Source: an optimization exercise on an open RTL-to-GDS flow (aim: small area). Production flows keep margins and buffers that such runs may drop. Where RTL was checked, it was by simulation tests only, not by an equivalence proof against the original. Only the layout flow was run in run 4; the RTL was not checked for function there. Power and IR drop assume default switching activity.

**flow/flow/area.abc**
```
strash
&get -n
&st
&dch -f
&nf -R 1000
&st
&syn2
&dch -f
&nf -R 1000
&put
```
**flow/flow/synth_abc.tcl**
```tcl
# synth_recipe.tcl (the standard synthesis), except that the final mapping to
# library cells runs flow/area.abc, an area-recovering &nf script, instead of
# ORFS's abc_area.script. Registers are mapped before ABC runs, so they are
# the standard synthesis's registers with the same names and cells.
proc synth {args} { yosys synth -nofsm -noshare {*}$args }
proc abc {args} {
  set keep {}
  set skip 0
  foreach a $args {
    if {$skip} { set skip 0; continue }
    if {$a in {-script -D}} { set skip 1; continue }
    lappend keep $a
  }
  yosys abc -script $::env(FLOW_ABC_SCRIPT) {*}$keep
}
source $::env(SCRIPTS_DIR)/synth.tcl
# left out here: clear keep_hierarchy, flatten, clean up, hide names made inside functions, write 1_2_yosys.v
```
**flow/design.v**
```verilog
module lcd_ctrl(clk, reset, datain, cmd, cmd_valid, dataout, output_valid, busy);
input           clk;
input           reset;
input   [7:0]   datain;
input   [2:0]   cmd;
input           cmd_valid;
output  [7:0]   dataout;
output  reg     output_valid;
output  reg     busy;
reg   [7:0] ring [0:107];
reg         loading;       
reg         img;           
reg         zoom;          
reg   [3:0] fr, fc;        
reg   [2:0] orow;          
reg   [3:0] ocol;          
reg   [3:0] out_count;
wire accept = cmd_valid & ~busy;
integer i;
always @(posedge clk) begin
  ring[0] <= loading ? datain : ring[107];
  for (i = 1; i < 108; i = i + 1)
    ring[i] <= ring[i-1];
end
always @(posedge clk) begin
  if (accept && cmd == 3'd0) begin
    fr <= 4'd0;
    fc <= 4'd0;
  end else if (fc == 4'd0) begin
    fc <= 4'd11;
    fr <= (fr == 4'd0) ? 4'd8 : fr - 4'd1;
  end else
    fc <= fc - 4'd1;
end
always @(posedge clk) begin
  if (reset) begin
    busy <= 1'b0;
    output_valid <= 1'b0;
    loading <= 1'b0;
    img <= 1'b0;
  end else if (accept) begin
    busy <= 1'b1;
    if (cmd == 3'd0) begin
      loading <= 1'b1;
      img <= 1'b1;
      zoom <= 1'b0;
    end else begin
      output_valid <= 1'b1;
      if (img) begin
        case (cmd)
          3'd1: if (!zoom) begin
                  zoom <= 1'b1;
                  orow <= 3'd3;
                  ocol <= 4'd4;
                end
          3'd2: zoom <= 1'b0;
          3'd3: if (zoom && ocol != 4'd8) ocol <= ocol + 4'd1;
          3'd4: if (zoom && ocol != 4'd0) ocol <= ocol - 4'd1;
          3'd5: if (zoom && orow != 3'd0) orow <= orow - 3'd1;
          3'd6: if (zoom && orow != 3'd5) orow <= orow + 3'd1;
          default: ;
        endcase
      end
    end
  end else if (loading) begin
    if (fr == 4'd0 && fc == 4'd1)
      loading <= 1'b0;
  end else if (output_valid) begin
    if (out_count == 4'd15) begin
      output_valid <= 1'b0;
      busy <= 1'b0;
    end
  end else if (busy)
    output_valid <= 1'b1;
end
always @(posedge clk)
  out_count <= output_valid ? out_count + 4'd1 : 4'd0;
wire [1:0] vi = out_count[3:2];
wire [1:0] vj = out_count[1:0];
wire [3:0] pr = zoom ? {1'b0, orow} + {2'b0, vi} : {1'b0, vi, 1'b1};
wire [3:0] pc = zoom ? ocol + {2'b0, vj} : {vj, 2'b01} - {2'b0, vj};
wire [4:0] dc = {1'b0, pc} + {1'b0, fc};
wire       cy = dc > 5'd11;
wire [4:0] dr = {1'b0, pr} + {1'b0, fr} + {4'd0, cy};
wire [11:0] colsel;
wire [8:0]  rowsel;
genvar gr, gc, gb;
generate
  for (gc = 0; gc < 12; gc = gc + 1) begin : CS
    assign colsel[gc] = (dc == gc) | (dc == gc + 12);
  end
  for (gr = 0; gr < 9; gr = gr + 1) begin : RS
    assign rowsel[gr] = img & ((dr == gr) | (dr == gr + 9));
  end
endgenerate
wire [7:0] rowval [0:8];
generate
  for (gr = 0; gr < 9; gr = gr + 1) begin : RV
    for (gb = 0; gb < 8; gb = gb + 1) begin : B
      wire [3:0] part_n;
      for (gc = 0; gc < 4; gc = gc + 1) begin : P
        lcd_ctrl_sel3 u (
          .d0(ring[107 - (12*gr + 3*gc)][gb]),     .s0(colsel[3*gc]),
          .d1(ring[107 - (12*gr + 3*gc + 1)][gb]), .s1(colsel[3*gc + 1]),
          .d2(ring[107 - (12*gr + 3*gc + 2)][gb]), .s2(colsel[3*gc + 2]),
          .y_n(part_n[gc]));
      end
      assign rowval[gr][gb] = ~&part_n;
    end
  end
  for (gb = 0; gb < 8; gb = gb + 1) begin : O
    wire [2:0] part_n;
    for (gr = 0; gr < 3; gr = gr + 1) begin : P
      lcd_ctrl_sel3 u (
        .d0(rowval[3*gr][gb]),     .s0(rowsel[3*gr]),
        .d1(rowval[3*gr + 1][gb]), .s1(rowsel[3*gr + 1]),
        .d2(rowval[3*gr + 2][gb]), .s2(rowsel[3*gr + 2]),
        .y_n(part_n[gr]));
    end
    assign dataout[gb] = ~&part_n;
  end
endgenerate
endmodule
module lcd_ctrl_sel3(d0, d1, d2, s0, s1, s2, y_n);
input  d0, d1, d2, s0, s1, s2;
output y_n;
assign y_n = ~((d0 & s0) | (d1 & s1) | (d2 & s2));
endmodule
```
**flow/flow/run.sh**
```bash
#!/bin/bash
# Standard layout (standard.sh), except for synthesis:
# - flow/synth_abc.tcl maps the logic with flow/area.abc, an area-recovering
#   &nf script, instead of ORFS's abc_area.script;
# - the small select module lcd_ctrl_sel3 is kept as its own module during
#   synthesis (the netlist is flattened before layout, as in the standard
#   synthesis);
# - adders are left to ABC (no full-adder cell extraction).
# Every port still gets a buffer; it is a buf_1.
set -euo pipefail
work=$(pwd)
export FLOW_ABC_SCRIPT=$work/flow/area.abc
bash standard.sh SYNTH_SCRIPT=$work/flow/synth_abc.tcl SYNTH_KEEP_MODULES=lcd_ctrl_sel3 \
  ADDER_MAP_FILE= "BUFFER_PORTS_ARGS=-buffer_cell sky130_fd_sc_hd__buf_1" finish > $work/flow_make.log 2>&1
```
**flow/constraint.sdc**
```tcl
create_clock -name core_clock -period 8.0 [get_ports {clk}]
set_input_delay 1.6000 -clock core_clock [delete_from_list [all_inputs] [get_ports {clk}]]
set_output_delay 1.6000 -clock core_clock [all_outputs]
set_load 0.01 [all_outputs]
```
**flow/config.mk**
```make
export PLATFORM = sky130hd
export DESIGN_NAME = lcd_ctrl
export DESIGN_NICKNAME = lcd_ctrl
export VERILOG_FILES = /design/flow/design.v
export SDC_FILE = /design/flow/constraint.sdc
export NUM_CORES = 4
export LEC_CHECK = 0
export ABC_AREA = 1
export CAP_MARGIN = 20
export CORE_MARGIN = 2
export CORE_UTILIZATION = 65
export CTS_BUF_LIST = sky130_fd_sc_hd__clkbuf_8
export CTS_CLUSTER_DIAMETER = 60
export CTS_CLUSTER_SIZE = 18
export SLEW_MARGIN = 20
```
**flow/standard.sh**
```bash
#!/bin/bash
# synth_recipe.tcl (not shown) runs the flow's synth.tcl, then flattens the netlist and writes it again
# the make line also repeats each setting of config.mk as NAME=value (left out here)
make -C /OpenROAD-flow-scripts/flow DESIGN_CONFIG=/design/flow/config.mk WORK_HOME=/design/flow/orfs CLKGATE_MAP_FILE= SYNTH_SCRIPT=/design/flow/synth_recipe.tcl "${@:-finish}"
```
==> results of run 1 <==
==> critical path, cell delays in order (launching register included) <==
cell and delay [ns]:
edfxtp_1 0.46, and2_0 0.24, o21ai_0 0.16, a21oi_1 0.07
xor2_1 0.18, xnor2_1 0.36, nor2_1 0.13, a21o_1 0.20
maj3_1 0.42, a211oi_1 0.23, nor2_1 0.11, o21a_1 0.17
a21oi_1 0.19, nand2_1 0.08, o21ai_0 0.18, xnor2_2 0.27
nand2b_1 0.25, or3_1 0.37, a21oi_2 0.67, a222oi_1 0.20
nand3_1 0.19, buf_1 0.17
==> stage by stage <==
stage	setup TNS (ns)	hold slack [ns]	power [mW]
after detailed placement	0	0.336	6.24
after global routing	-0.0511	0.343	8.36
final	0	0.336	8.09
after CTS	0	0.346	8.06
after global placement	0	0.333	6.23
after floorplan	0	0.330	5.34
==> cell families after synthesis <==
logic type	after synthesis	share of synthesized area
buffers and inverters	5	0.000825
xor gates and xnor gates	25	0.00962
and+or+nand+nor	207	0.0468
DFF	888	0.785
adders and majority gates	3	0.00132
AOI/OAI and AO/OA	369	0.152
muxes	9	0.00445
==> timing repair <==
action                                  CTS  global route
endpoints found under the setup margin    0             8
setup buffers                             0             4
resized for setup                         0            12
==> modules after synthesis (local to each module, per instance) <==
module,flip-flops and latches,cells,times used,cell area (µm²)
lcd_ctrl,888,1194,1,19600
lcd_ctrl_sel3,0,1,312,10.0
==> layout by cell type, fill, tap and decap left out, types with 8 or more instances in the layout <==
cell	n
a21oi_1	16
xnor2_1	16
buf_1	23
o21ai_0	15
a222oi_1	312
buf_12	12
mux2_1	9
edfxtp_1	8
nand4_1	73
nand2_1	29
buf_4	22
nor2_1	38
xor2_1	8
nand3_1	12
nor3_1	8
dfxtp_1	879
nor2_4	17
clkbuf_8	56
==> layout make-up <==
type,instances,area [µm²]
Clock buffer,56,771
Clock inverter,3,22.5
Fill cell,2373,9740
Inverter,5,18.8
Multi-Input combinational cell,613,5060
Sequential cell,888,17900
Tap cell,455,569
Timing Repair Buffer,58,503
==> power groups by stage <==
stage / Sequential, mW / Clock, mW / Combinational (mW)
5_1_grt: 4.55 / 2.08 / 1.73
2_1_floorplan: 4.62 / 0 / 0.720
3_3_place_gp: 4.63 / 0 / 1.60
3_5_place_dp: 4.64 / 0 / 1.60
4_1_cts: 4.53 / 1.92 / 1.60
6_report: 4.53 / 1.88 / 1.67
==> synthesized netlist by cell type, drive strengths merged (4+ instances only) <==
master / number
dfxtp: 880
a222oi: 312
nand4: 73
nor2: 55
nand2: 29
a21oi: 18
xnor2: 17
o21ai: 15
nand3: 13
mux2: 9
edfxtp: 8
nor3: 8
xor2: 8
a21o: 6
clkinv: 5
nor2b: 5
a31oi: 4
and2: 4
nand2b: 4
nor3b: 4
o21a: 4
or2: 4
==> layer usage <==
metal	track usage	wire length (µm)	vias up
li1	-	-	6339
met1	0.406	22400	6872
met2	0.446	23300	576
met3	0.0538	4270	77
met4	0.0781	1090	0
met5	0	0	-
==> path summary, 6_finish.rpt <==
| kind | to | start | slack [ns] |
|---|---|---|---|
| max | dataout[0] | ocol[0]$_SDFFCE_PP0P_ | 0.45 |
| min | ring[70][4]$_DFF_P_ | ring[69][4]$_DFF_P_ | 0.34 |
| max reg2reg | ocol[2]$_SDFFCE_PP1P_ | zoom$_SDFFCE_PP0P_ | 5.94 |
| min reg2reg | ring[70][4]$_DFF_P_ | ring[69][4]$_DFF_P_ | 0.34 |
==> registers in the layout, summed over array words and instances, names as in the netlist, 3 cells and up <==
| name | cells |
|---|---|
| orow | 3 |
| fc | 4 |
| ring | 864 |
| fr | 4 |
| out_count | 4 |
| ocol | 4 |
==> out/metrics.yaml, run 1 <==
status: "no timing/DRC/antenna violations"
worstHoldPathType: "register to register"
power_frac_seq: 0.561
wl_um: 51100
insertion_delay_ns: 0.68
max_cap_violations: 0
finalSetupViolations: 0
cp.arrival_ns: 5.95
startpoint_type: "register"
die_y_um: 191
r2r_cells: 3
via_per_inst: 6.67
die_w_um: 191
clock-root-buffer: "clkbuf_8"
comb_power_share: 0.206
netlist_instances: 1506
place_congestion: 0.798
timing.fmax_mhz: 132
powerDensity_mw_per_mm2: 326
p_int_mw: 5.46
hold_viol: 0
ant_nets: 0
final_max_slew_viol_count: 0
first_global_vias: 13900
cp-end-kind: "output pin"
p_leak_nw: 9.00
place_area_mm2: 0.0239
worstMarginPinSlew_ns: 0.976
fin_ws_ns: 0.446
core_mm2: 0.0345
clock_skew_ns: 0.0239
syn_to_final_growth_pct: 8.98
numCtsBuffers: 55
max-vdd-ir-drop_mv: 0.342
min_period_over_period: 0.944
clkPwrFrac: 0.233
n_antenna_cell: 0
synth-main-ff-cell: "dfxtp_1"
grt_pass1_wl_um: 79400
grt_start_max_net_pins: 42
hold_buffers: 0
syn_area_per_cell_um2: 15.1
clk_pin_slew_ns: 0.10
final_cells: 2078
synth_edf_count: 8
async_flop_share: 0
fin_nets: 1635
start_util: 0.659
drive_above_1_share: 0.0721
clk_path_buf_depth: 3
rows: 68
whs_path_depth: 0
drc: 0
die_area_mm2: 0.0365
yosysTopAreaCellShare: 0.774
dp_slack_ns: 0.741
cts.htree.levels: 2
overflow: 0
synth_area_mm2: 0.0228
switching_power_mw: 2.62
first_pass_iters: 10
dp.cells: 2015
final_core_util: 0.718
required_ns: 6.40
path_max_fanout: 8
stdcell_area_mm2: 0.0248
syn-num-nets: 1520
slew_headroom: 0.347
ys_ff_latch: 888
synth_area_leaders: "dfxtp_1, a222oi_1, nand4_1"
drt_iter0_drc: 1963
globalRouteTotalUtil: 0.284
port_buffers: 23
cts_num_sinks: 888
cts_tree: "done"
seq_area_frac_synth: 0.785
min_period_ns: 7.55
wl_per_cell_um: 24.6
switching_share: 0.324
ys_types: 32
pin_count: 24
dpl.hpwl_um: 28400
yosysWarningCount: 3
antenna_found_initial: 1
critical_path_class: "register to output pin"
yosys.area.top_type: "dfxtp_1"
via_count: 13900
==> run 2: changes to the inputs <==
--- a/flow/config.mk
+++ b/flow/config.mk
@@ -10,3 +10,3 @@
 export CORE_MARGIN = 2
-export CORE_UTILIZATION = 65
+export CORE_UTILIZATION = 70
 export CTS_BUF_LIST = sky130_fd_sc_hd__clkbuf_8
==> run 2 against run 1 <==
Area after synthesis unchanged. Routed wire length decreased by 0.89%. Clock skew decreased by 0.0091 ns. Largest cell class unchanged. Cell area decreased by 0.56%. Clock power about the same. Critical endpoint is now dataout[3]. Die area decreased by 7.0%. Register-to-register slack about the same. Power decreased by 0.48%. Largest power group unchanged. Critical path type unchanged.
==> out/metrics.yaml, run 2 <==
die_area_mm2: 0.0340  # was 0.0365 mm²
timing.fmax_mhz: 131  # was 132 MHz
via_per_inst: 6.77  # was 6.67
min_period_over_period: 0.953  # was 0.944
drive_above_1_share: 0.0661  # was 0.0721
status: "no timing/DRC/antenna violations"  # unchanged
port_buffers: 23  # unchanged
dpl.hpwl_um: 28100  # was 28400 µm
comb_power_share: 0.204  # was 0.206
pin_count: 24  # unchanged
largest-register: "ring"  # unchanged
worstMarginPinSlew_ns: 1.08  # was 0.976 ns
first_global_vias: 14000  # was 13.9k
synth_common_cells: "dfxtp_1, a222oi_1, nand4_1"  # unchanged
ant_nets: 0  # unchanged
hold_viol: 0  # unchanged
syn-num-nets: 1520  # unchanged
power_frac_seq: 0.563  # was 0.561
p_int_mw: 5.45  # was 5.46 mW
clk_pin_slew_ns: 0.11  # was 0.10 ns
yosysWarningCount: 3  # unchanged
first_pass_iters: 8  # was 10
slew_headroom: 0.278  # was 0.347
netlist_instances: 1506  # unchanged
async_flop_share: 0  # unchanged
start_util: 0.705  # was 0.659
hold_buffers: 0  # unchanged
core_mm2: 0.0323  # was 0.0345 mm²
critical_path.startpoint: "ocol[0]$_SDFFCE_PP0P_"  # unchanged
max-vdd-ir-drop_mv: 0.212  # was 0.342 mV
layout_common_cells: "dfxtp_1, a222oi_1, nand4_1"  # unchanged
n_fill_cell: 2029  # was 2373
critical_path_class: "register to output pin"  # unchanged
min_period_ns: 7.63  # was 7.55 ns
insertion_delay_ns: 0.67  # was 0.68 ns
grt_pass1_wl_um: 78700  # was 79400 µm
max_cap_violations: 0  # unchanged
fin_nets: 1629  # was 1635
wl_per_cell_um: 24.6  # about the same
hp-start: "ring[34][3]$_DFF_P_"  # was ring[69][4]$_DFF_P_
rr_startpoint: "zoom$_SDFFCE_PP0P_"  # unchanged
switching_share: 0.323  # was 0.324
finalSetupViolations: 0  # unchanged
rows: 66  # was 68
overflow: 0  # unchanged
n_antenna_cell: 0  # unchanged
drc: 0  # unchanged
rsz0062_at_grt: "false"
fin_tns_setup_ns: 0  # unchanged
synth_area_mm2: 0.0228  # unchanged
path_max_fanout: 8  # unchanged
largest_register_ffs: 864  # unchanged
grt_start_max_net_pins: 65  # was 42
final_max_slew_viol_count: 0  # unchanged
required_ns: 6.40  # about the same
via_count: 13900  # about the same
worstHoldPathType: "register to register"  # unchanged
syn_area_per_cell_um2: 15.1  # unchanged
clock-root-buffer: "clkbuf_8"  # unchanged
ys_types: 32  # unchanged
numCtsBuffers: 55  # unchanged
drt_iter0_drc: 2250  # was 1963
clock_skew_ns: 0.0148  # was 0.0239 ns
cp-end-kind: "output pin"  # unchanged
cp.arrival_ns: 6.03  # was 5.95 ns
clkPwrFrac: 0.232  # was 0.233
holdWs_ns: 0.347  # was 0.336 ns
cts.htree.levels: 2  # unchanged
yosys.area.top_type: "dfxtp_1"  # unchanged
cts_tree: "done"  # unchanged
wl_um: 50600  # was 51100 µm
synth_area_leaders: "dfxtp_1, a222oi_1, nand4_1"  # unchanged
die_y_um: 184  # was 191 µm
total_power_mw: 8.05  # was 8.09 mW
cts_num_sinks: 888  # unchanged
ys_ff_latch: 888  # unchanged
die_w_um: 184  # was 191 µm
globalRouteTotalUtil: 0.301  # was 0.284
startpoint_type: "register"  # unchanged
syn_to_final_growth_pct: 8.37  # was 8.98%
yosysMostFrequentCell: "dfxtp_1"  # unchanged
synth_edf_count: 8  # unchanged
synth-main-ff-cell: "dfxtp_1"  # unchanged
antenna_found_initial: 0  # was 1
yosysTopAreaCellShare: 0.774  # unchanged
final_common_cell: "dfxtp_1"  # unchanged
p_leak_nw: 8.95  # was 9.00 nW
clk_path_buf_depth: 3  # unchanged
switching_power_mw: 2.60  # was 2.62 mW
seq_area_frac_synth: 0.785  # unchanged
place_congestion: 0.780  # was 0.798
powerDensity_mw_per_mm2: 326  # about the same
run 2: cell counts after synthesis:
No cell type changed its count.
run 2: worst paths after layout:
check	endpoint	slack, ns	cells past startpoint
worst max-delay path	dataout[3]	0.37	23
worst min-delay path	ring[35][3]$_DFF_P_	0.35	0
worst max register to register	ocol[0]$_SDFFCE_PP0P_	5.93	3
worst min register to register	ring[35][3]$_DFF_P_	0.35	0
run 2: logic make-up after synthesis:
kind of cell	Yosys count	share of synthesized area
simple gates	207	0.0468
fa+ha+maj	3	0.00132
compound gates	369	0.152
xor+xnor	25	0.00962
flops	888	0.785
buf+inv	5	0.000825
mux	9	0.00445
run 2: layer usage:
layer,global-route usage,vias to the layer above,routed length [µm]
met5,0,-,0
met1,0.419,6868,21700
met4,0.125,0,1650
li1,-,6331,-
met2,0.472,634,23000
met3,0.0506,104,4270
run 2: timing repair:
| action | in CTS | in global routing |
|---|---|---|
| setup buffers | 0 | 2 |
| pin swaps | 0 | 3 |
| endpoints found under the setup margin | 2 | 8 |
| resized for setup | 1 | 6 |
| hold endpoints to repair | 0 | 0 |
run 2: power by group through the flow:
stage | Combinational, mW | Sequential, mW | Clock (mW)
6_report | 1.64 | 4.54 | 1.87
5_1_grt | 1.69 | 4.55 | 2.05
4_1_cts | 1.58 | 4.53 | 1.90
3_5_place_dp | 1.58 | 4.64 | 0
3_3_place_gp | 1.58 | 4.63 | 0
2_1_floorplan | 0.720 | 4.62 | 0
run 2: area by class of cell:
class	instances	area (µm²)	area share
clock inverter	5	30.0	0.00122
sequential	888	17900	0.724
clock buffer	55	757	0.0307
timing repair buffer	52	417	0.0169
inverter	5	18.8	0.000761
tap	442	553	0.0224
multi-input combinational	613	5030	0.204
run 2: worst max-delay path, stage by stage (launching register included):
cell and delay, ns:
edfxtp_1 0.48, and2_0 0.24, o21ai_0 0.16, a21oi_1 0.07, xor2_1 0.17, xnor2_1 0.34, nor2_1 0.12, a21o_1 0.20
maj3_1 0.42, a211oi_1 0.23, nor2_1 0.11, o21a_1 0.18, a21oi_1 0.19, nand2_1 0.08, o21ai_0 0.12, a21oi_1 0.16
a21o_1 0.16, o21ai_0 0.18, and2_0 0.25, nand3_1 0.33, nor2_4 0.53, a222oi_1 0.22, nand3_1 0.24, buf_1 0.18
run 2: per-module statistics from Yosys, one instance, submodules excluded:
module,flip-flops and latches,area (µm²),cells,copies in the design
lcd_ctrl,888,19600,1194,1
lcd_ctrl_sel3,0,10.0,1,312
run 2: per-stage QoR:
stage | instances | instance area, µm² | setup WS [ns] | utilization
2_1_floorplan | 1506 | 22800 | 0.875 | -
3_3_place_gp | 1998 | 23800 | 1.07 | 0.737
3_5_place_dp | 1998 | 23800 | 0.724 | 0.738
4_1_cts | 2058 | 24600 | 0.0102 | 0.762
5_1_grt | 2060 | 24700 | 0.0155 | 0.764
6_report | 2060 | 24700 | 0.373 | 0.764
==> run 3: changes to the inputs <==
--- a/flow/config.mk
+++ b/flow/config.mk
@@ -8,3 +8,3 @@
 export ABC_AREA = 1
-export CAP_MARGIN = 20
+export CAP_MARGIN = 0
 export CORE_MARGIN = 2
@@ -14,2 +14,2 @@
 export CTS_CLUSTER_SIZE = 18
-export SLEW_MARGIN = 20
+export SLEW_MARGIN = 0
==> run 3 against run 2 <==
Cell area increased by 0.46%. Routed wire length increased by 0.54%. Highest routed layer unchanged. Maximum frequency increased by 0.51%. Flip-flop and latch count unchanged. Hold slack got worse by 0.011 ns. Largest cell class unchanged. Still clean on timing, DRC and antenna.
==> out/metrics.yaml, run 3 <==
status: "no timing/DRC/antenna violations"  # unchanged
grt_start_max_net_pins: 65  # unchanged
yosysMostFrequentCell: "dfxtp_1"  # unchanged
dpl.hpwl_um: 28200  # was 28100 µm
largest_register_ffs: 864  # unchanged
worstHoldPathType: "register to register"  # unchanged
ys_ff_latch: 888  # unchanged
required_ns: 6.40  # about the same
die_y_um: 184  # unchanged
clk_path_buf_depth: 3  # unchanged
fin_nets: 1636  # was 1629
max_cap_violations: 0  # unchanged
yosysTopAreaCellShare: 0.774  # unchanged
first_global_vias: 14000  # about the same
netlist_instances: 1506  # unchanged
drt_iter0_drc: 1978  # was 2250
powerDensity_mw_per_mm2: 326  # about the same
grtUsageMet1: 0.420  # was 0.419
cp-end-kind: "output pin"  # unchanged
syn_to_final_growth_pct: 8.87  # was 8.37%
busiest_layer: "met2"  # unchanged
min_period_ns: 7.59  # was 7.63 ns
overflow: 0  # unchanged
seq_area_frac_synth: 0.785  # unchanged
die_area_mm2: 0.0340  # unchanged
met3_usage: 0.0563  # was 0.0506
async_flop_share: 0  # unchanged
p_int_mw: 5.46  # was 5.45 mW
hold_buffers: 0  # unchanged
first_pass_iters: 10  # was 8
rows: 66  # unchanged
yosys.area.top_type: "dfxtp_1"  # unchanged
p_leak_nw: 9.01  # was 8.95 nW
clk_pin_slew_ns: 0.11  # about the same
numCtsBuffers: 55  # unchanged
critical_path_class: "register to output pin"  # unchanged
switching_share: 0.324  # was 0.323
ant_nets: 0  # unchanged
switching_power_mw: 2.62  # was 2.60 mW
comb_power_share: 0.207  # was 0.204
final_common_cell: "dfxtp_1"  # unchanged
min_period_over_period: 0.949  # was 0.953
fin_ws_ns: 0.411  # was 0.373 ns
grt_pass1_wl_um: 78500  # was 78700 µm
via_per_inst: 6.77  # about the same
cts_num_sinks: 888  # unchanged
clock_skew_ns: 0.0190  # was 0.0148 ns
met2_usage: 0.470  # was 0.472
hold_viol: 0  # unchanged
final_core_util: 0.767  # was 0.764
cp.arrival_ns: 5.99  # was 6.03 ns
cts_tree: "done"  # unchanged
wl_per_cell_um: 24.6  # about the same
syn-num-nets: 1520  # unchanged
start_util: 0.705  # unchanged
dp_slack_ns: 0.715  # was 0.724 ns
slew_headroom: 0.278  # about the same
insertion_delay_ns: 0.67  # about the same
total_power_mw: 8.08  # was 8.05 mW
cts.htree.levels: 2  # unchanged
globalRouteTotalUtil: 0.300  # was 0.301
max-vdd-ir-drop_mv: 0.228  # was 0.212 mV
core_mm2: 0.0323  # unchanged
ys_types: 32  # unchanged
largest-register: "ring"  # unchanged
layout_common_cells: "dfxtp_1, a222oi_1, nand4_1"  # unchanged
drive_above_1_share: 0.0707  # was 0.0661
path_max_fanout: 7  # was 8
port_buffers: 23  # unchanged
power_frac_seq: 0.561  # was 0.563
holdWs_ns: 0.337  # was 0.347 ns
synth_common_cells: "dfxtp_1, a222oi_1, nand4_1"  # unchanged
n_antenna_cell: 0  # unchanged
die_w_um: 184  # unchanged
drc: 0  # unchanged
place_congestion: 0.780  # unchanged
syn_area_per_cell_um2: 15.1  # unchanged
finalSetupViolations: 0  # unchanged
synth_area_leaders: "dfxtp_1, a222oi_1, nand4_1"  # unchanged
via_count: 14000  # was 13.9k
pin_count: 24  # unchanged
final_max_slew_viol_count: 0  # unchanged
wl_um: 50900  # was 50600 µm
antenna_found_initial: 0  # unchanged
yosysWarningCount: 3  # unchanged
clock-root-buffer: "clkbuf_8"  # unchanged
timing.fmax_mhz: 132  # was 131 MHz
synth_area_mm2: 0.0228  # unchanged
synth_edf_count: 8  # unchanged
synth-main-ff-cell: "dfxtp_1"  # unchanged
clkPwrFrac: 0.232  # about the same
worstMarginPinSlew_ns: 1.07  # was 1.08 ns
startpoint_type: "register"  # unchanged
-- run 3: cell counts after synthesis --
No cell type changed its count.
-- run 3: path summary, 6_finish.rpt --
kind | start | to | slack, ns | cells after the start
setup reg to reg | zoom$_SDFFCE_PP0P_ | ocol[2]$_SDFFCE_PP1P_ | 5.91 | 3
hold / removal | ring[34][3]$_DFF_P_ | ring[35][3]$_DFF_P_ | 0.34 | 0
setup / recovery | ocol[0]$_SDFFCE_PP0P_ | dataout[2] | 0.41 | 24
hold reg to reg | ring[34][3]$_DFF_P_ | ring[35][3]$_DFF_P_ | 0.34 | 0
-- run 3: critical path, cell delays in order (launching register included) --
cell and delay [ns]:
edfxtp_1 0.48, and2_0 0.24, o21ai_0 0.16, a21oi_1 0.07, xor2_1 0.17, xnor2_1 0.34, nor2_1 0.12, a21o_1 0.20
maj3_1 0.42, a211oi_1 0.23, nor2_1 0.12, o21a_1 0.18, a21oi_1 0.19, nand2_1 0.08, o21ai_0 0.17, a21oi_1 0.18
a21o_1 0.17, o21ai_0 0.18, and2_0 0.28, nand3_1 0.37, nor3b_4 0.36, buf_4 0.21, a222oi_1 0.10, nand3_1 0.17
buf_1 0.17
-- run 3: timing repair --
item | in CTS | in global routing
setup buffers | 0 | 9
gates resized for setup | 1 | 13
pin swaps | 0 | 5
setup endpoints to repair | 2 | 8
-- run 3: metrics by stage --
stage	setup TNS, ns	cells	instance area, µm²
6_report	0	2068	24800
5_1_grt	-0.803	2068	24800
4_1_cts	0	2059	24600
3_5_place_dp	0	1998	23800
3_3_place_gp	0	1998	23800
2_1_floorplan	0	1506	22800
-- run 3: layout make-up --
type	count	area, µm²
Sequential cell	888	17900
Fill cell	2039	7510
Multi-Input combinational cell	613	5040
Tap cell	442	553
Inverter	5	18.8
Timing Repair Buffer	59	507
Clock buffer	56	771
Clock inverter	5	27.5
-- run 3: kinds of logic after synthesis --
kind of cell	count (synthesis)	synth area share
DFF	888	0.785
AOI/OAI and AO/OA	369	0.152
and+or+nand+nor	207	0.0468
xor gates and xnor gates	25	0.00962
muxes	9	0.00445
buffers and inverters	5	0.000825
adders and majority gates	3	0.00132
-- run 3: per-module statistics from Yosys (local to each module, per instance) --
module | cells inside | cell area (µm²) | flip-flops and latches
lcd_ctrl | 1194 | 19600 | 888
lcd_ctrl_sel3 | 1 | 10.0 | 0
-- run 3: metal layers --
metal / routed length [µm] / share of wire
met3: 4410 / 0.087
met5: 0 / 0
met1: 21800 / 0.43
met2: 23200 / 0.46
met4: 1510 / 0.030
-- run 3: power by group through the flow --
stage	registers, mW	logic [mW]	clock network [mW]
detailed placement	4.64	1.58	0
global placement	4.63	1.58	0
finish	4.53	1.67	1.88
floorplan	4.62	0.720	0
global route	4.55	1.72	2.06
CTS	4.53	1.59	1.90
==> run 4: changes to the inputs <==
--- a/flow/design.v
+++ b/flow/design.v
@@ -28,7 +28,7 @@
     fc <= 4'd0;
-  end else if (fc == 4'd0) begin
-    fc <= 4'd11;
-    fr <= (fr == 4'd0) ? 4'd8 : fr - 4'd1;
+  end else if (fc == 4'd11) begin
+    fc <= 4'd0;
+    fr <= (fr == 4'd8) ? 4'd0 : fr + 4'd1;
   end else
-    fc <= fc - 4'd1;
+    fc <= fc + 4'd1;
 end
@@ -42,2 +42,3 @@
     busy <= 1'b1;
+    out_count <= 4'd0;
     if (cmd == 3'd0) begin
@@ -65,5 +66,6 @@
   end else if (loading) begin
-    if (fr == 4'd0 && fc == 4'd1)
+    if (fr == 4'd8 && fc == 4'd11)
       loading <= 1'b0;
   end else if (output_valid) begin
+    out_count <= out_count + 4'd1;
     if (out_count == 4'd15) begin
@@ -75,4 +77,2 @@
 end
-always @(posedge clk)
-  out_count <= output_valid ? out_count + 4'd1 : 4'd0;
 wire [1:0] vi = out_count[3:2];
@@ -81,6 +81,6 @@
 wire [3:0] pc = zoom ? ocol + {2'b0, vj} : {vj, 2'b01} - {2'b0, vj};
-wire [4:0] dc = {1'b0, pc} + {1'b0, fc};
-wire       cy = dc > 5'd11;
-wire [4:0] dr = {1'b0, pr} + {1'b0, fr} + {4'd0, cy};
-wire [11:0] colsel;
+wire [4:0] dc = {1'b0, pc} - {1'b0, fc};
+wire       bw = dc[4];
+wire [4:0] dr = {1'b0, pr} - {1'b0, fr} - {4'd0, bw};
+wire [11:0] colsel [0:3];
 wire [8:0]  rowsel;
@@ -88,7 +88,7 @@
 generate
-  for (gc = 0; gc < 12; gc = gc + 1) begin : CS
-    assign colsel[gc] = (dc == gc) | (dc == gc + 12);
+  for (gb = 0; gb < 4; gb = gb + 1) begin : CS
+    lcd_ctrl_coldec u (.d(dc), .sel(colsel[gb]));
   end
   for (gr = 0; gr < 9; gr = gr + 1) begin : RS
-    assign rowsel[gr] = img & ((dr == gr) | (dr == gr + 9));
+    assign rowsel[gr] = img & ((dr == gr) | (dr == gr + 23));
   end
@@ -102,5 +102,5 @@
         lcd_ctrl_sel3 u (
-          .d0(ring[107 - (12*gr + 3*gc)][gb]),     .s0(colsel[3*gc]),
-          .d1(ring[107 - (12*gr + 3*gc + 1)][gb]), .s1(colsel[3*gc + 1]),
-          .d2(ring[107 - (12*gr + 3*gc + 2)][gb]), .s2(colsel[3*gc + 2]),
+          .d0(ring[107 - (12*gr + 3*gc)][gb]),     .s0(colsel[gb/2][3*gc]),
+          .d1(ring[107 - (12*gr + 3*gc + 1)][gb]), .s1(colsel[gb/2][3*gc + 1]),
+          .d2(ring[107 - (12*gr + 3*gc + 2)][gb]), .s2(colsel[gb/2][3*gc + 2]),
           .y_n(part_n[gc]));
@@ -128 +128,11 @@
 endmodule
+module lcd_ctrl_coldec(d, sel);
+input  [4:0]  d;
+output [11:0] sel;
+genvar c;
+generate
+  for (c = 0; c < 12; c = c + 1) begin : S
+    assign sel[c] = (d == c) | (d == c + 20);
+  end
+endgenerate
+endmodule
==> flow/flow/run.sh (replaced) <==
#!/bin/bash
# Standard layout (standard.sh), with synthesis mapped by flow/synth_abc.tcl and
# the small modules lcd_ctrl_sel3 and lcd_ctrl_coldec kept as its own module during synthesis
# as their own modules during synthesis (the netlist is flattened before layout, as in the standard synthesis).
# Every port still gets a buffer; it is a buf_1.
set -euo pipefail
work=$(pwd)
export FLOW_ABC_SCRIPT=$work/flow/area.abc
bash standard.sh SYNTH_SCRIPT=$work/flow/synth_abc.tcl "SYNTH_KEEP_MODULES=lcd_ctrl_sel3 lcd_ctrl_coldec" \
  "BUFFER_PORTS_ARGS=-buffer_cell sky130_fd_sc_hd__buf_1" finish > $work/flow_make.log 2>&1
--- a/flow/config.mk
+++ b/flow/config.mk
@@ -10,3 +10,3 @@
 export CORE_MARGIN = 2
-export CORE_UTILIZATION = 70
+export CORE_UTILIZATION = 75
 export CTS_BUF_LIST = sky130_fd_sc_hd__clkbuf_8
==> run 4 against run 3 <==
Clock skew down 0.0029 ns. Critical path depth fell by 3. Still clean. Worst setup slack got worse by 0.038 ns. Highest routed layer is now met5. Via count grew 4.1%. Critical path type unchanged. Global-route usage rose by 2.0 points. Power is 5.5% higher. Clock-buffer cell count is the same. Hold slack improved by 0.0037 ns.
==> out/metrics.yaml, run 4 <==
clock_skew_ns: 0.0161  # was 0.0190 ns
cts.htree.levels: 2  # unchanged
cp-endpoint: "dataout[6]"  # was dataout[2]
switching_share: 0.343  # was 0.324
min_period_ns: 7.63  # was 7.59 ns
rr_startpoint: "zoom$_SDFFCE_PP0P_"  # unchanged
syn_to_final_growth_pct: 8.05  # was 8.87%
drt_iter0_drc: 2306  # was 1978
grt_start_max_net_pins: 25  # was 65
critical_path.startpoint: "out_count[0]$_SDFFCE_PP0P_"  # was ocol[0]$_SDFFCE_PP0P_
dpl.hpwl_um: 31900  # was 28200 µm
first_global_vias: 15100  # was 14.0k
holdWs_ns: 0.341  # was 0.337 ns
pin_count: 24  # unchanged
n_antenna_cell: 0  # unchanged
layout_common_cells: "dfxtp_1, a222oi_1, nand4_1"  # unchanged
die_y_um: 180  # was 184 µm
globalRouteTotalUtil: 0.320  # was 0.300
p_int_mw: 5.60  # was 5.46 mW
synth-main-ff-cell: "dfxtp_1"  # unchanged
wl_per_cell_um: 25.0  # was 24.6 µm
netlist_instances: 1567  # was 1506
wl_met2_um: 24700  # was 23200 µm
critical_path_class: "register to output pin"  # unchanged
first_pass_iters: 14  # was 10
die_w_um: 180  # was 184 µm
async_flop_share: 0  # unchanged
p_leak_nw: 9.30  # was 9.01 nW
yosys.area.top_type: "dfxtp_1"  # unchanged
cts_resized: 0  # was 1
seq_area_frac_synth: 0.768  # was 0.785
syn-num-nets: 1607  # was 1520
n_fill_cell: 1683  # was 2039
maxUsedRoutingLayer: "met5"  # was met4
r2r_end: "ocol[1]$_SDFFCE_PP0P_"  # was ocol[2]$_SDFFCE_PP1P_
synth_area_leaders: "dfxtp_1, a222oi_1, nand4_1"  # unchanged
hold_buffers: 0  # unchanged
final_common_cell: "dfxtp_1"  # unchanged
status: "no timing/DRC/antenna violations"  # unchanged
core_mm2: 0.0306  # was 0.0323 mm²
startpoint_type: "register"  # unchanged
required_ns: 6.40  # about the same
largest-register: "ring"  # unchanged
place_congestion: 0.825  # was 0.780
via_count: 14600  # was 14.0k
worstMarginPinSlew_ns: 1.05  # was 1.07 ns
min_period_over_period: 0.953  # was 0.949
final_max_slew_viol_count: 0  # unchanged
switching_power_mw: 2.93  # was 2.62 mW
start_util: 0.762  # was 0.705
syn_area_per_cell_um2: 14.9  # was 15.1 µm²
drive_above_1_share: 0.0734  # was 0.0707
synth_common_cells: "dfxtp_1, a222oi_1, nand4_1"  # unchanged
ys_types: 34  # was 32
timing.fmax_mhz: 131  # was 132 MHz
clkPwrFrac: 0.222  # was 0.232
path_max_fanout: 9  # was 7
r2r_slack_ns: 6.07  # was 5.91 ns
power_frac_seq: 0.531  # was 0.561
drc: 0  # unchanged
numCtsBuffers: 55  # unchanged
max_cap_violations: 0  # unchanged
hold_viol: 0  # unchanged
cts_tree: "done"  # unchanged
grt_pass1_wl_um: 82700  # was 78500 µm
max-vdd-ir-drop_mv: 0.295  # was 0.228 mV
powerDensity_mw_per_mm2: 339  # was 326 mW/mm²
antenna_found_initial: 1  # was 0
slew_headroom: 0.300  # was 0.278
dr_wl_met3_um: 4920  # was 4410 µm
rsz0062_at_grt: "false"
routedLengthMet1_um: 21300  # was 21800 µm
overflow: 0  # unchanged
clk_path_buf_depth: 3  # unchanged
ant_nets: 0  # unchanged
clk_pin_slew_ns: 0.11  # about the same
yosysMostFrequentCell: "dfxtp_1"  # unchanged
cts_setup_buffers: 0  # unchanged
r2r_cells: 4  # was 3
cp.arrival_ns: 6.03  # was 5.99 ns
finalSetupViolations: 0  # unchanged
cp-end-kind: "output pin"  # unchanged
die_area_mm2: 0.0325  # was 0.0340 mm²
port_buffers: 23  # unchanged
synth_edf_count: 12  # was 8
fin_nets: 1738  # was 1636
clock-root-buffer: "clkbuf_8"  # unchanged
wl_um: 52400  # was 50900 µm
worstHoldPathType: "register to register"  # unchanged
rows: 64  # was 66
yosysWarningCount: 3  # unchanged
via_per_inst: 6.94  # was 6.77
synth_area_mm2: 0.0233  # was 0.0228 mm²
cts_num_sinks: 888  # unchanged
comb_power_share: 0.248  # was 0.207
ys_ff_latch: 888  # unchanged
fin_tns_setup_ns: 0  # unchanged
yosysTopAreaCellShare: 0.753  # was 0.774
largest_register_ffs: 864  # unchanged
insertion_delay_ns: 0.63  # was 0.67 ns
[run 4: metal layers]
metal / GRT usage / vias up
li1: - / 6555
met1: 0.434 / 7133
met2: 0.521 / 755
met3: 0.0560 / 121
met4: 0.124 / 2
met5: 0 / -
[run 4: worst min path at each step]
stage                               from                    to  cells past startpoint
finish               ring[90][0]$_DFF_P_   ring[91][0]$_DFF_P_                      0
global route         ring[78][5]$_DFF_P_   ring[79][5]$_DFF_P_                      0
CTS                  ring[58][1]$_DFF_P_   ring[59][1]$_DFF_P_                      0
detailed placement   ring[83][2]$_DFF_P_   ring[84][2]$_DFF_P_                      0
global placement     ring[26][2]$_DFF_P_   ring[27][2]$_DFF_P_                      0
floorplan           ring[101][0]$_DFF_P_  ring[102][0]$_DFF_P_                      0
[run 4: power groups by stage]
stage	logic, mW	clock network, mW	registers (mW)
2_1_floorplan	1.04	0	4.61
3_3_place_gp	2.02	0	4.62
3_5_place_dp	2.04	0	4.62
4_1_cts	2.05	1.90	4.52
5_1_grt	2.21	2.04	4.53
6_report	2.11	1.89	4.52
[run 4: per-stage QoR]
| stage | setup WS [ns] | total power, mW | instances | util | cell area, µm² |
|---|---|---|---|---|---|
| after CTS | 0.469 | 8.47 | 2100 | 0.823 | 25200 |
| after detailed placement | 1.21 | 6.66 | 2037 | 0.796 | 24400 |
| after global routing | 0.00255 | 8.78 | 2100 | 0.823 | 25200 |
| after floorplan | 1.86 | 5.66 | 1567 | - | 23300 |
| after global placement | 1.41 | 6.64 | 2037 | 0.796 | 24400 |
| final | 0.374 | 8.53 | 2100 | 0.823 | 25200 |
[run 4: cell type report]
cell class              instances  area (µm²)  area share
clock buffers                  56         771      0.0306
clock inverters                 7        43.8     0.00174
inverters                      16        60.1     0.00239
multi-input cells             663        5430       0.216
flip-flops and latches        888       17900       0.711
well taps                     396         495      0.0197
repair buffers                 74         469      0.0186
[run 4: cells by family after synthesis]
| family | share of synthesized area |
|---|---|
| AOI/OAI and AO/OA | 0.146 |
| xor gates and xnor gates | 0.00714 |
| adders and majority gates | 0.0162 |
| buffers and inverters | 0.00258 |
| DFF | 0.768 |
| muxes | 0.00478 |
| and+or+nand+nor | 0.0551 |
[run 4: modules after synthesis (local to each module, per instance)]
module / area, µm² / copies in the design / flip-flops and latches
lcd_ctrl_coldec: 100 / 4 / 0
lcd_ctrl_sel3: 10.0 / 312 / 0
lcd_ctrl: 19800 / 1 / 888
[run 4: critical path: stages, from the launching register on]
cell	delay [ns]
edfxtp_1	0.49
ha_1	0.25
fa_1	0.42
mux2_1	0.35
fa_1	0.45
a21o_1	0.18
a21oi_1	0.14
buf_4	0.19
fa_1	0.22
clkinv_1	0.07
ha_1	0.27
clkinv_1	0.05
o21ai_0	0.19
xnor2_1	0.15
nor2_1	0.19
nand2_1	0.12
nand2_1	0.08
o21ai_0	0.11
nor2_1	0.78
a222oi_1	0.30
nand3_1	0.20
buf_1	0.18

==> separate check: timing with driven ports <==
The results above use ideal ports. As a check the final layouts listed here were re-extracted and re-timed, cells and wires unchanged.
Step 1 assumes that a clkbuf_16 drives the clock port and a buf_2 every other input.
Step 2 times the ports against the registers' clock, not the clock port: input delays grow and output delays shrink by t, the midpoint of the rising clock arrivals with the driver on.
a / b / c = no drivers / after step 1 / after step 2; a / b = the first two.
| run | shift t [ns] | slack for setup (ns) | worst setup path after step 2 | worst register clock-pin slew, ns | worst slew at a driven data input, ns |
|---|---|---|---|---|---|
| run 1 | 0.714 | 0.446 / 0.398 / 1.112 | register to output | 0.11 / 0.11 | 0.04 |
| run 2 | 0.714 | 0.373 / 0.323 / 1.037 | register to output | 0.11 / 0.11 | 0.04 |
| run 3 | 0.711 | 0.411 / 0.360 / 1.071 | register to output | 0.11 / 0.11 | 0.04 |
| run 4 | 0.678 | 0.374 / 0.322 / 1.000 | register to output | 0.11 / 0.11 | 0.03 |
After both steps every run listed still meets setup and hold.
